Context: an optimization exercise on an open-source flow, tuned for a short achievable clock period and few clock cycles. The choices shown serve that exercise and are no tape-out recipe.
The RTL was checked by simulation tests, not by an equivalence proof against the original design.
Power figures rest on the tool's default switching activity, not on a simulated workload.

`flow/run.sh`:
```
#!/bin/bash
# synth_recipe.tcl (not shown) runs the flow's synth.tcl, then flattens the netlist and writes it again
# the make line also repeats each setting of config.mk as NAME=value (left out here)
make -C /OpenROAD-flow-scripts/flow DESIGN_CONFIG=/design/flow/config.mk WORK_HOME=/design/flow/orfs CLKGATE_MAP_FILE= SYNTH_SCRIPT=/design/flow/synth_recipe.tcl finish
```
`flow/config.mk`:
```
export PLATFORM = sky130hd
export DESIGN_NAME = risc_machine
export DESIGN_NICKNAME = risc_machine
export VERILOG_FILES = /design/flow/design.v
export SDC_FILE = /design/flow/constraint.sdc
export NUM_CORES = 4
export LEC_CHECK = 0
export CAP_MARGIN = 20
export CORE_MARGIN = 2
export CORE_UTILIZATION = 40
export SLEW_MARGIN = 20
```
`flow/constraint.sdc`:
```
create_clock -name core_clock -period 7.0 [get_ports {clk}]
set_input_delay 1.4000 -clock core_clock [delete_from_list [all_inputs] [get_ports {clk}]]
set_output_delay 1.4000 -clock core_clock [all_outputs]
set_load 0.01 [all_outputs]
```
`flow/design.v`:
```
module risc_machine(clk, reset, mem_rdata, mem_cmd, mem_addr, mem_wdata, N, V, Z, halt);
  input clk, reset;
  input [15:0] mem_rdata;
  output [1:0] mem_cmd;
  output [8:0] mem_addr;
  output [15:0] mem_wdata;
  output N, V, Z, halt;
  wire w;
  cpu CPU(.clk      (clk),
          .reset    (reset),
          .s        (1'b0),
          .load     (1'b0),
          .in       (mem_rdata),
          .mdata    (mem_rdata),
          .out      (mem_wdata),
          .N        (N),
          .V        (V),
          .Z        (Z),
          .w        (w),
          .halt     (halt),
          .mem_cmd  (mem_cmd),
          .mem_addr (mem_addr));
endmodule
module cpu(clk,reset,s,load,in,mdata,out,N,V,Z,w,halt, mem_cmd,mem_addr);
  input clk, reset, s, load;
  input [15:0] in, mdata;
  output [15:0] out; 
  output N, V, Z, w, halt;  
  output[1:0] mem_cmd;
  output[8:0] mem_addr;
  wire [1:0] op, sh, ALUop;
  wire[8:0] data_address;
  wire [2:0] writenum,readnum, nsel, opcode;
  wire [15:0]Rout, sximm5, sximm8;
  wire [23:0] FSM_out;
  wire [2:0]  status;
  wire [3:0] vsel = FSM_out[14:11];
  wire addr_sel = FSM_out[18];
  wire [15:0] datapath_out;
  wire PC_select;
  wire [8:0] PC,to_PC, PC_out;
  wire [15:0] mdata;
  assign halt = FSM_out[22];
  assign w = FSM_out[10];
  assign nsel = FSM_out[2:0];
  assign Z = status[2];
  assign N = status[1];
  assign V = status[0];
  assign load_addr = FSM_out[21];
  assign reset_pc = FSM_out[20];
  assign load_pc = FSM_out[19];
  assign mem_cmd = FSM_out[17:16];
  assign load_ir = FSM_out[15];
  assign mem_addr = addr_sel ? PC : data_address;
  assign out = datapath_out;
  wire [15:0] data_out;
  PC_Controller Cont(clk,op, opcode, Rout[10:8], Rout[7:0], Z, N, V, PC, to_PC);  
  ProgramCounter PrCo(	.clk (clk),
								.rst (reset_pc),
								.load (load_pc),
								.in (to_PC),
								.out (PC_out));
assign PC = FSM_out[23] ? data_out[8:0]-1'b1 : PC_out;  
vRegister #(9)addr(clk,load_addr,datapath_out[8:0],data_address); 
  vRegister InstructionReg(clk, load_ir, in , Rout);   
  decoderblock D1(Rout, nsel, opcode,ALUop,sximm5, sximm8, op,readnum, writenum, sh);  
  FiniteStateMachine FSM(clk, opcode, op, reset, s, FSM_out);  
  datapath DP(.clk(clk),
				.readnum		(readnum), 
				.vsel			(vsel),
				.loada		(FSM_out[9]), 
				.loadb		(FSM_out[8]),
				.shift		(sh),
				.asel			(FSM_out[7]),
				.bsel			(FSM_out[6]),
				.ALUop		(ALUop),
				.loadc		(FSM_out[5]),
				.loads		(FSM_out[4]),
				.writenum	(writenum),
				.write		(FSM_out[3]),
				.sximm8		(sximm8) ,
				.sximm5     (sximm5),
				.PC			(PC-{Rout[7],Rout[7:0]}),
				.mdata		(mdata),
				.status_out     (status),
			   .datapath_out	(datapath_out),
				.data_out (data_out)
			);
endmodule
module decoderblock(in, nsel, opcode,ALUop,sximm5, sximm8, op,readnum, writenum, sh);
 input [15:0] in;
 input [2:0] nsel;
 output [2:0] opcode, readnum, writenum;
 output [1:0] op, sh, ALUop;
 output [15:0] sximm5, sximm8;
 wire [2:0] Rm, Rd, Rn;
 wire [2:0] MUXout;
 assign opcode = in[15:13];
 assign op = in[12:11];
 assign ALUop = in[12:11];
 assign sximm5 = {{11{in[4]}},in[4:0]};  
 assign sximm8 = {{8{in[7]}},in[7:0]};   
 assign Rm = in[2:0];
 assign Rd = in[7:5];
 assign Rn = in[10:8];
 assign sh = in[4:3];
 assign readnum = MUXout;  
 assign writenum = MUXout;
 MUX3 Select(Rn, Rd, Rm,nsel,MUXout); 
endmodule
module MUX3(Rn, Rd, Rm,nsel,MUXout);  
parameter k = 3;
 input [k-1:0] Rn, Rd, Rm, nsel;
 output [k-1:0] MUXout;
 assign MUXout =  ({k{nsel[0]}} & Rn)|
	               ({k{nsel[1]}} & Rd)|
					   ({k{nsel[2]}} & Rm);
endmodule
module FiniteStateMachine (clk, opcode, op, reset, s, out);
 input[2:0] opcode;
 input [1:0] op;
 input reset, s, clk;
 output [23:0] out;   
 reg [23:0] out; 
 reg [4:0] next_state;
 wire [4:0] present_state;
 reg [19:0] p;
 vRegister #(5)State(clk,1'b1,next_state,present_state);  
 always @(*) begin
   casex({s,present_state,opcode,op,reset}) 	 
	 12'bxxxxxxxxxxx1: 		 next_state = 5'b00000; 	  
	 {1'bx,5'b01110,6'bxxxxx0}:		 next_state = 5'b01110;
	 {1'bx,5'b00000,5'bxxxxx,1'b0}: 		next_state = 5'b00110; 		 
	 {1'bx,5'b00110,5'bxxxxx,1'b0}: next_state = 5'b01010;                 
	 {1'bx,5'b01010,5'bxxxxx,1'b0}: next_state = 5'b01011;             
	 {1'bx,5'b01011,5'bxxxxx,1'b0}: next_state = 5'b00001;         
	 {1'bx,5'b00001,3'b101,2'bxx,1'b0}:	 next_state = 5'b00010; 			 
	 {1'bx,5'b00001,3'b110,2'b10,1'b0}:   next_state = 5'b00111;  
	 {1'bx,5'b00001,3'b100,2'bxx,1'b0}:   next_state = 5'b00010;     
	 {1'bx,5'b00001,3'b011,2'bxx,1'b0}:   next_state = 5'b00010;     
	 {1'bx,5'b00001,3'b110,2'b00,1'b0}: next_state = 5'b01000;         
	 {1'bx,5'b00001,3'b111,2'bxx,1'b0}: next_state = 5'b01110;
	 {1'bx,5'b00001,3'b010,2'b11,1'b0}: next_state = 5'b11011;
	 {1'bx,5'b00001,3'b010,2'b10,1'b0}: next_state = 5'b11011;
	 {1'bx,5'b00001,3'b010,2'bx0,1'b0}: next_state = 5'b10111;
	 {1'bx,5'b10111,3'b010,2'bx0,1'b0}: next_state = 5'b00110;
	 {1'bx,5'b11011,3'b010,2'b1x,1'b0}: next_state = 5'b00110;
	 {1'bx,5'b00010,3'b101,2'bxx,1'b0}:			next_state = 5'b00011; 			 
	 {1'bx,5'b00010,3'b011,2'bxx,1'b0}:      next_state = 5'b10000;   
	 {1'bx,5'b00010,3'b100,2'bxx,1'b0}:       next_state = 5'b10000;   
	 {1'bx,5'b00011,3'bxxx,2'bxx,1'b0}:			next_state = 5'b00100; 	 
	 {1'bx,5'b00100,5'bxxx00,1'b0}:		next_state = 5'b00101;
	 {1'bx,5'b00100,5'bxxx10,1'b0}:		next_state = 5'b00101;
	 {1'bx,5'b00100,5'bxxx11,1'b0}:		next_state = 5'b00101;
	 {1'bx,5'b00100,5'bxxx01,1'b0}:		next_state = 5'b00110;  
    {1'bx,5'b10000,3'b011,2'bxx,1'b0}: next_state = 5'b01100;
	 {1'bx,5'b10000,3'b100,2'bxx,1'b0}: next_state = 5'b11110;
	{1'bx,5'b11110,3'b100,2'bxx,1'b0}: next_state = 5'b01111; 
    {1'bx,5'b01100,3'bxxx,2'bxx,1'b0}: next_state = 5'b11111;
	 {1'bx,5'b11111,3'bxxx,2'bxx,1'b0}: next_state = 5'b11101;
	 {1'bx,5'b11101,3'bxxx,2'bxx,1'b0}: next_state = 5'b00110;
	 {1'bx,5'b01101,3'bxxx,2'bxx,1'b0}: next_state = 5'b00110;
    {1'bx,5'b01111,3'bxxx,2'bxx,1'b0}: next_state = 5'b01101;
	 {1'bx,5'b00101,5'bxxxxx,1'b0}:   next_state = 5'b00110;
	 {1'bx,5'b00101,5'bxxxxx,1'b0}:   next_state = 5'b00110;
	 {1'bx,5'b00111,5'bxxxxx,1'b0}:   next_state = 5'b00110;      
	 {1'bx,5'b01000,5'bxxxxx,1'b0}:		next_state = 5'b01001;  
	 {1'bx,5'b01001,5'bxxxxx,1'b0}: next_state = 5'b00101;
	 default: next_state = 5'b00110;
endcase
end
 always @(*) begin
  case(present_state)
	5'b00000: 			out = {1'b0,1'b0,7'b0111000,15'b010010000000000};  
	5'b00110:				out = {1'b0,1'b0,7'b0001010,15'b010010000000000};
	5'b01010: 			out = {1'b0,1'b0,7'b0001011,15'b010010000000000};
	5'b01011:		out = {1'b0,1'b0,7'b0011000,15'b010010000000000};
	5'b00001:    	out = {1'b0,1'b0,7'b0001000,15'b010000000000010}; 
	5'b00010:			out = {1'b0,1'b0,7'b0001000,12'b000101000000,3'b001};
	5'b00011:			out = {1'b0,1'b0,7'b0001000,12'b000100100000,3'b100};
	5'b00100:		out = {1'b0,1'b0,7'b0001000,12'b000100000100,3'b000};
	5'b00101:  	out = {1'b0,1'b0,7'b0001000,12'b000100000001,3'b010};  
	5'b00111:   	out = {1'b0,1'b0,7'b0001000,12'b010000000001,3'b001};
	5'b01000:  		out = {1'b0,1'b0,7'b0001000,12'b000100100000,3'b100};
	5'b01001:	out = {1'b0,1'b0,7'b0001000,12'b000100010100,3'b000};
   5'b10000:  	out = {1'b0,1'b0,7'b1001000,15'bxxxx00001100000};
	5'b01100:				out = {1'b0,1'b0,7'b1000010,15'b000000000000000};
	5'b01111:			out = {1'b0,1'b0,7'b0000000,15'b000000010110000};
	5'b01101:				out = {1'b0,1'b0,7'b0000100,12'b000000000000,3'b010};
	5'b11111:     out = {1'b0,1'b0,7'b1000010,15'b000000000000000};
	5'b11101:     out = {1'b0,1'b0,7'b1000010,12'b100000000001,3'b010};
	5'b11110:   	  out = {1'b0,1'b0,7'b1001000,12'b000100100000,3'b010}; 
	5'b10111: 		out = {1'b1,1'b0,7'b1011000,12'b000100000000,3'b010};
	5'b11011: 		out = {1'b0,1'b0,7'b0000000,12'b001000000001,3'b001};
	5'b01110:			out = {1'b0,1'b1,7'b0100000,15'b0};
	 default:   	out = {1'b0,1'b0,7'b0001000,15'b010010000000000}; 
	endcase
end
endmodule
module ProgramCounter(clk,load,rst,in,out) ;
  input rst, clk ;  
  input load;  
  input [8:0] in;
  output [8:0] out ;
  reg	[8:0] next ;
  vRegister #(9) count(clk, load, next, out) ;
  always @(*) begin
	case(rst)
  	1'b1: next = 9'b000000000 ;
  	1'b0: next = in + 1 ;
  	default: next = 9'bxxxxxxxxx;
	endcase 
  end
endmodule
module PC_Controller(clk, op, opcode, cond, im8, Z, N, V, in, out); 
input clk, Z, N, V;
input [2:0] opcode, cond;
input [1:0] op;
input [7:0] im8; 
input [8:0] in;
output [8:0] out;
wire [8:0] sxim8 = {im8[7],im8};
reg [8:0] out;
always @(*) begin
  casex({opcode,op,cond})
  8'b00100000: out = in + sxim8;  
  8'b00100001: out = Z ? in + sxim8: in;  
  8'b00100010: out = Z ? in : in + sxim8;  
  8'b00100011: out = N!=V ? in + sxim8 : in;  
  8'b00100100: out = (N!=V)|Z ? in + sxim8 : in;  
  8'b01011xxx:  out = in + sxim8;
  default: out = in;
  endcase
end
endmodule
module datapath(clk,readnum,vsel,loada,loadb,shift,asel,bsel,ALUop,loadc,loads,writenum,write,sximm8 ,sximm5,PC,mdata,status_out,datapath_out, data_out);
 input clk, write, loada, loadb, asel, bsel, loadc, loads;
 input [3:0] vsel;
 input [2:0] readnum, writenum;
 input [1:0] shift, ALUop;
 output [15:0] datapath_out;
output [15:0] data_out;
 wire [15:0] data_in, A_out, B_out, sout, Ain, Bin, ALU_out;
 input [8:0] PC;
 output [2:0] status_out;  
 wire [2:0] status;
 input [15:0] sximm8;  
 input [15:0] sximm5;  
 input [15:0] mdata;  
  Mux4b #(16)mux4( mdata, sximm8, {7'b0,PC}, datapath_out, vsel, data_in);  
  regfile REGFILE(data_in, writenum, write, readnum, clk, data_out);
  vRegister vRegA(clk, loada, data_out, A_out);
  vRegister vRegB(clk, loadb, data_out, B_out);
  shifter Bshift(B_out, shift, sout);
 assign Ain = asel ? 16'b0 : A_out;
 assign Bin = bsel ? sximm5 : sout;  
  ALU aluU2(Ain, Bin, ALUop, ALU_out, status);  
  vRegister vRegC(clk, loadc, ALU_out, datapath_out);
 assign neg = datapath_out[7] ? 1'b1 : 1'b0;  
  vRegister #(3)status0(clk, loadc, status, status_out);  
endmodule
module Mux4b(a3, a2, a1, a0, select , b);
 parameter k = 1;
 input [k-1:0] a3, a2, a1, a0;
 input [3:0] select;
 output [k-1:0] b;
 assign b = 	  ({k{select[0]}} & a0)|
	              ({k{select[1]}} & a1)|
					  ({k{select[2]}} & a2)|
					  ({k{select[3]}} & a3);
 endmodule
module ALU(Ain,Bin,ALUop,out,status);
 input [15:0] Ain, Bin;
 input [1:0] ALUop;
 output [15:0] out;
 output [2:0]status;
reg[15:0] out;
wire [7:0] as_out;
AddSub #(8)add(Ain[7:0], Bin[7:0], ALUop[0],as_out, ovf);  
always@(*)begin
  case (ALUop)
 2'b00: out = Ain + Bin;  
 2'b01: out = Ain - Bin;  
 2'b10: out = Ain & Bin;
 2'b11: out = ~Bin;
 default out = 16'bxxxxxxxxxxxxxxxx;
endcase
end
wire Z = (out === 16'b0) ? 1'b1:1'b0;
wire neg = out[15] ? 1'b1:1'b0;
assign status = {Z,neg,ovf};
endmodule
module AddSub(a, b, sub, s, ovf);
  parameter n = 8;
 input [n-1:0] a, b;
 input sub; 
 output [n-1:0] s;
 output ovf;
 wire c1, c2;
 wire ovf = c1 ^ c2;
 Adder1 #(n-1)ai(a[n-2:0], b[n-2:0]^{n-1{sub}},sub,c1,s[n-2:0]);
 Adder1 #(1)as(a[n-1],b[n-1]^sub,c1,c2,s[n-1]);
endmodule
module Adder1(a,b,cin,cout,s);
  parameter n = 8;
 input [n-1:0] a, b;
 input cin;
 output [n-1:0] s;
 output cout;
 wire [n-1:0] s;
 wire cout;
 assign {cout, s} = a + b + cin;
endmodule
module shifter(in,shift,sout);
  input [15:0] in;
  input [1:0] shift;
  output [15:0] sout;
  reg [15:0] sout;  
 always @(*) begin
 case(shift)  
  2'b00: sout = in;
  2'b01: sout = {in[14:0],1'b0};
  2'b10: sout = {1'b0, in[15:1]};
  2'b11: sout = {in[15], in[15:1]};
  default sout = 16'bxxxxxxxxxxxxxxxx;  
 endcase
 end
endmodule
module regfile(data_in,writenum,write,readnum,clk,data_out);
   input [15:0] data_in;
	input [2:0] writenum, readnum;
	input write, clk;
	output [15:0] data_out;
	wire [7:0] enable_wire;  
	wire [7:0] read_select;  
	wire [7:0] DEC;  
	wire [15:0] R0,R1,R2, R3, R4, R5, R6, R7;  
	assign enable_wire = {8{write}}&DEC;    
	Decoder Read(readnum,read_select);
	Decoder D1(writenum, DEC);  
	vRegister vR0(clk, enable_wire[0], data_in, R0);  
	vRegister vR1(clk, enable_wire[1], data_in, R1);
	vRegister vR2(clk, enable_wire[2], data_in, R2);
	vRegister vR3(clk, enable_wire[3], data_in, R3);
	vRegister vR4(clk, enable_wire[4], data_in, R4);
	vRegister vR5(clk, enable_wire[5], data_in, R5);
	vRegister vR6(clk, enable_wire[6], data_in, R6);
	vRegister vR7(clk, enable_wire[7], data_in, R7);
	MUX8 Out(R0,R1,R2,R3,R4,R5,R6,R7,read_select,data_out);
endmodule
module vRegister(clk, en, in , out);
   	parameter n = 16;
		input clk,en;
		input [n-1:0] in;
		output [n-1:0] out;
		reg [n-1:0] out;
		wire [n-1:0] next_out;
		assign next_out = en ? in : out;
		always @(posedge clk)
		    out <= next_out;
endmodule
module Decoder(in , out);
  parameter n = 3;
  parameter m = 8;
  input [n-1:0] in;
  output [m-1:0] out;
  wire [m-1:0] out = 1 << in;
endmodule 
module MUX8(R0, R1, R2, R3, R4, R5,R6, R7, select, out);
   parameter k = 16;
	input [k-1:0] R0,R1, R2, R3, R4, R5,R6, R7;
	input [7:0] select;
	output [k-1:0] out;
	assign out =  ({k{select[0]}} & R0)|
	              ({k{select[1]}} & R1)|
					  ({k{select[2]}} & R2)|
					  ({k{select[3]}} & R3)|
					  ({k{select[4]}} & R4)|
					  ({k{select[5]}} & R5)|
					  ({k{select[6]}} & R6)|
					  ({k{select[7]}} & R7);
endmodule
```
==> results.txt <==
[worst paths after layout]
path | to | slack [ps] | depth (start not counted)
worst max-delay path | mem_addr[3] | 640 | 10
worst min-delay path | CPU.addr.out[1]$_DFFE_PP_ | 600 | 0
worst max register to register | CPU.DP.REGFILE.vR5.out[8]$_DFFE_PP_ | 1040 | 18
worst min register to register | CPU.addr.out[1]$_DFFE_PP_ | 600 | 0
[worst register-to-register path: stages, from the launching register on]
cell	delay, ps
edfxtp_1	550
a222oi_1	370
buf_4	400
nor2b_1	600
a221oi_1	200
o21ai_1	680
a21oi_2	110
xnor2_1	210
o21bai_1	430
ha_1	400
o21bai_1	240
a21oi_1	100
o21bai_1	220
a21oi_1	120
nor2_1	120
nor2_1	60
xnor2_1	130
xnor2_1	190
o21ai_1	540
[logic make-up after synthesis]
logic type                 after synthesis  synth area share
AOI/OAI and AO/OA                      309             0.165
xor gates and xnor gates                54            0.0364
buffers and inverters                  100            0.0320
and+or+nand+nor                        312             0.128
DFF                                    239             0.532
muxes                                   67            0.0541
adders and majority gates               53            0.0528
[where the power goes]
group          leakage (nW)  switching (mW)  total (mW)  internal (mW)
Clock                 0.439           0.593        1.43          0.838
Combinational          2.72            1.78        2.91           1.13
Sequential             2.15           0.293        2.30           2.01
[flip-flops by register name, indices dropped and copies added, names as in the netlist]
| name | count |
|---|---|
| CPU.DP.status0.out | 3 |
| CPU.DP.REGFILE.vR4.out | 16 |
| CPU.DP.REGFILE.vR2.out | 16 |
| CPU.FSM.out | 20 |
| CPU.addr.out | 9 |
| CPU.DP.REGFILE.vR0.out | 16 |
| CPU.InstructionReg.out | 16 |
| CPU.DP.REGFILE.vR5.out | 16 |
| CPU.DP.REGFILE.vR3.out | 16 |
| CPU.FSM.State.out | 5 |
| CPU.DP.vRegB.out | 16 |
| CPU.DP.vRegA.out | 16 |
| CPU.PrCo.count.out | 9 |
| CPU.DP.vRegC.out | 15 |
| CPU.FSM_out | 2 |
| CPU.DP.REGFILE.vR6.out | 16 |
| CPU.DP.REGFILE.vR7.out | 16 |
| CPU.DP.REGFILE.vR1.out | 16 |
[layer usage]
layer	global-route usage	wire length [um]	vias to the layer above
li1	-	-	4374
met1	0.290	15800	4595
met2	0.336	16200	294
met3	0.0304	1990	62
met4	0.0707	1140	0
met5	0	0	-
[cell usage in the layout (no fill, tap or decap), types with 14 or more instances in the layout]
cell,Yosys,layout
a21oi_1,56,55
xnor2_1,33,33
a22oi_1,33,33
dfxtp_1,27,27
clkdlybuf4s50_1,0,48
nor3_1,23,23
ha_1,50,50
nor2_1,63,63
a221oi_1,14,14
nand2_1,72,72
clkbuf_16,0,29
o21ai_0,58,58
nor2b_1,35,35
mux2_2,15,15
nand3_1,18,18
mux2i_1,49,49
edfxtp_1,212,212
xor2_1,21,21
inv_1,37,37
[stage by stage]
| step | cell area (um2) | utilization |
|---|---|---|
| 2_1_floorplan | 13000 | - |
| 3_3_place_gp | 13800 | 0.435 |
| 3_5_place_dp | 13800 | 0.435 |
| 4_1_cts | 14700 | 0.463 |
| 5_1_grt | 14700 | 0.464 |
| 6_report | 14700 | 0.464 |
[final cells by class]
cell class | count | share of cell area
clock buffers | 37 | 0.0513
clock inverters | 12 | 0.0104
inverters | 39 | 0.00993
multi-input cells | 795 | 0.385
flip-flops and latches | 239 | 0.469
well taps | 435 | 0.0369
repair buffers | 59 | 0.0382
==> impl_metrics.ini <==
[outcome]
status = timing/DRC/antenna clean

[setup_path]
cp_num_buf_inv = 2
worstPathArrival_ps = 4960
crit_slowest_cell = o21ai_1
critPathLaunchType = flip-flop
critical_path.max_fanout = 29
r2r_start = CPU.InstructionReg.out[7]$_DFFE_PP_
critPathCaptureType = output pin
slowest_delay_ps = 680
crit_start = CPU.InstructionReg.out[7]$_DFFE_PP_
path_cells = a222oi_1 > buf_4 > nor2b_1 > a221oi_1 > o21ai_1 > a21oi_2 > xnor2_1 > o21bai_1 > mux2_2 > clkdlybuf4s50_1
critPathTopFamily = compound AO/OA/AOI/OAI gates
worstPathRequired_ps = 5600
crit_type = reg2out

[place]
dp_hpwl_um = 25500
dp_cells = 1567
io_buffers = 48
place_congestion = 0.879
dp_worst_setup_slack_ps = 1140

[sta]
hold_viol = 0
fin_ws_ps = 643
final-max-slew-violation-count = 0
rsz0062_at_grt = false
fin_hold_ws_ps = 605
finalSetupViolCount = 0
skew_ps = 44.0
fin_setup_tns_ps = 0
post-route-min-period_ps = 6360
fin_crit_sh = 0.908
fmax_mhz = 157
slew-limit-headroom = 0.291
worst_pin_slew_ps = 1050

[detailed_routing]
firstDrtPassIters = 7
ant_nets = 0
wl_um = 35200
drc = 0
first_iter_violations = 969
vias = 9325
viasPerCell = 5.77
wl_per_cell_um = 21.8

[synthesis]
post-synth-top-count-cell = edfxtp_1
yosysWarnings = 15
ys.flop_type = edfxtp_1
yosys-top-cells-count = edfxtp_1 (212), nand2_1 (72), nor2_1 (63)
synth_area_leaders = edfxtp_1 (49%), ha_1 (4.8%), dfxtp_1 (4.2%)
synth_area_leader_cell = edfxtp_1
synth.yosys.seq_area_share = 0.532
synthCells = 1134
synth_edf_count = 212
synth.distinct_cells = 87
synth_top_area_frac = 0.490
syn_area_um2 = 13000
syn_avg_cell_area_um2 = 11.5
syn-num-nets = 1205
synthArstFlopShare = 0
ys_seq_elements = 239

[pwr]
ir_drop_mv = 0.208
power_density_nw_per_um2 = 450
power.total_mw = 6.64
leakage_nw = 5.31

[clocking]
post_cts_buffers = 0
ctsResizeCount = 0
cts_root_buffer = clkbuf_16
cts_hold_buf = 0
clkSinkCount = 239
cts_buffers = 28
tritoncts = done
clockBufferDepth = 3
htreeDepth = 1
clk_pin_slew_worst_paths_ps = 60
worstSkewPairLatency_ps = 580

[hold_path]
min_from = CPU.DP.vRegC.out[1]$_DFFE_PP_
min_path_type = reg2reg

[cells_and_area]
nets = 1233
area_growth_pct = 13.5
drive_above_1_share = 0.0906
multi_input_area_um2 = 5670
instances_no_fill = 1616
antenna-diode-count = 0
nFillCells = 2942
seq_area_um2 = 6910

[grt]
grt-ovfl-total = 0
grt_pass1_vias = 9029
grt_use_total = 0.209
grt_max_degree = 36
grt_pass1_wl_um = 53800
antenna_found_initial = 0

[floorplanning]
start_util = 0.408
die_w_um = 184
coreArea_um2 = 31800
die_h_um = 184
rows = 65
ios = 49
fp.dieArea_um2 = 33900

[run]
cap_violations = 0
Testbench counts, summed over its fixed seeds: cycles 164,464.

-- separate check: timing with driven ports --
The flow's constraints put no driver on any port. The routed layout listed below was extracted and timed again, unchanged, in two steps.
Step 1 assumes that a clkbuf_16 drives the clock port and a buf_2 every other input.
Step 2 also shifts input and output timing later by t, the mid clock arrival at the registers, as if the neighbouring blocks saw the same clock.
Slacks: no drivers / after step 1 / after step 2; pairs: no drivers / after step 1.
t (ns): 0.603
setup WS [ns]: 0.643 / 0.594 / 1.039
worst setup path at the end: register to register
pins driven straight from the clock port: 1
After both steps setup and hold are still met in this run. For this run, drivers alone change the setup slack by -0.049 ns; drivers and shift together by +0.396 ns.
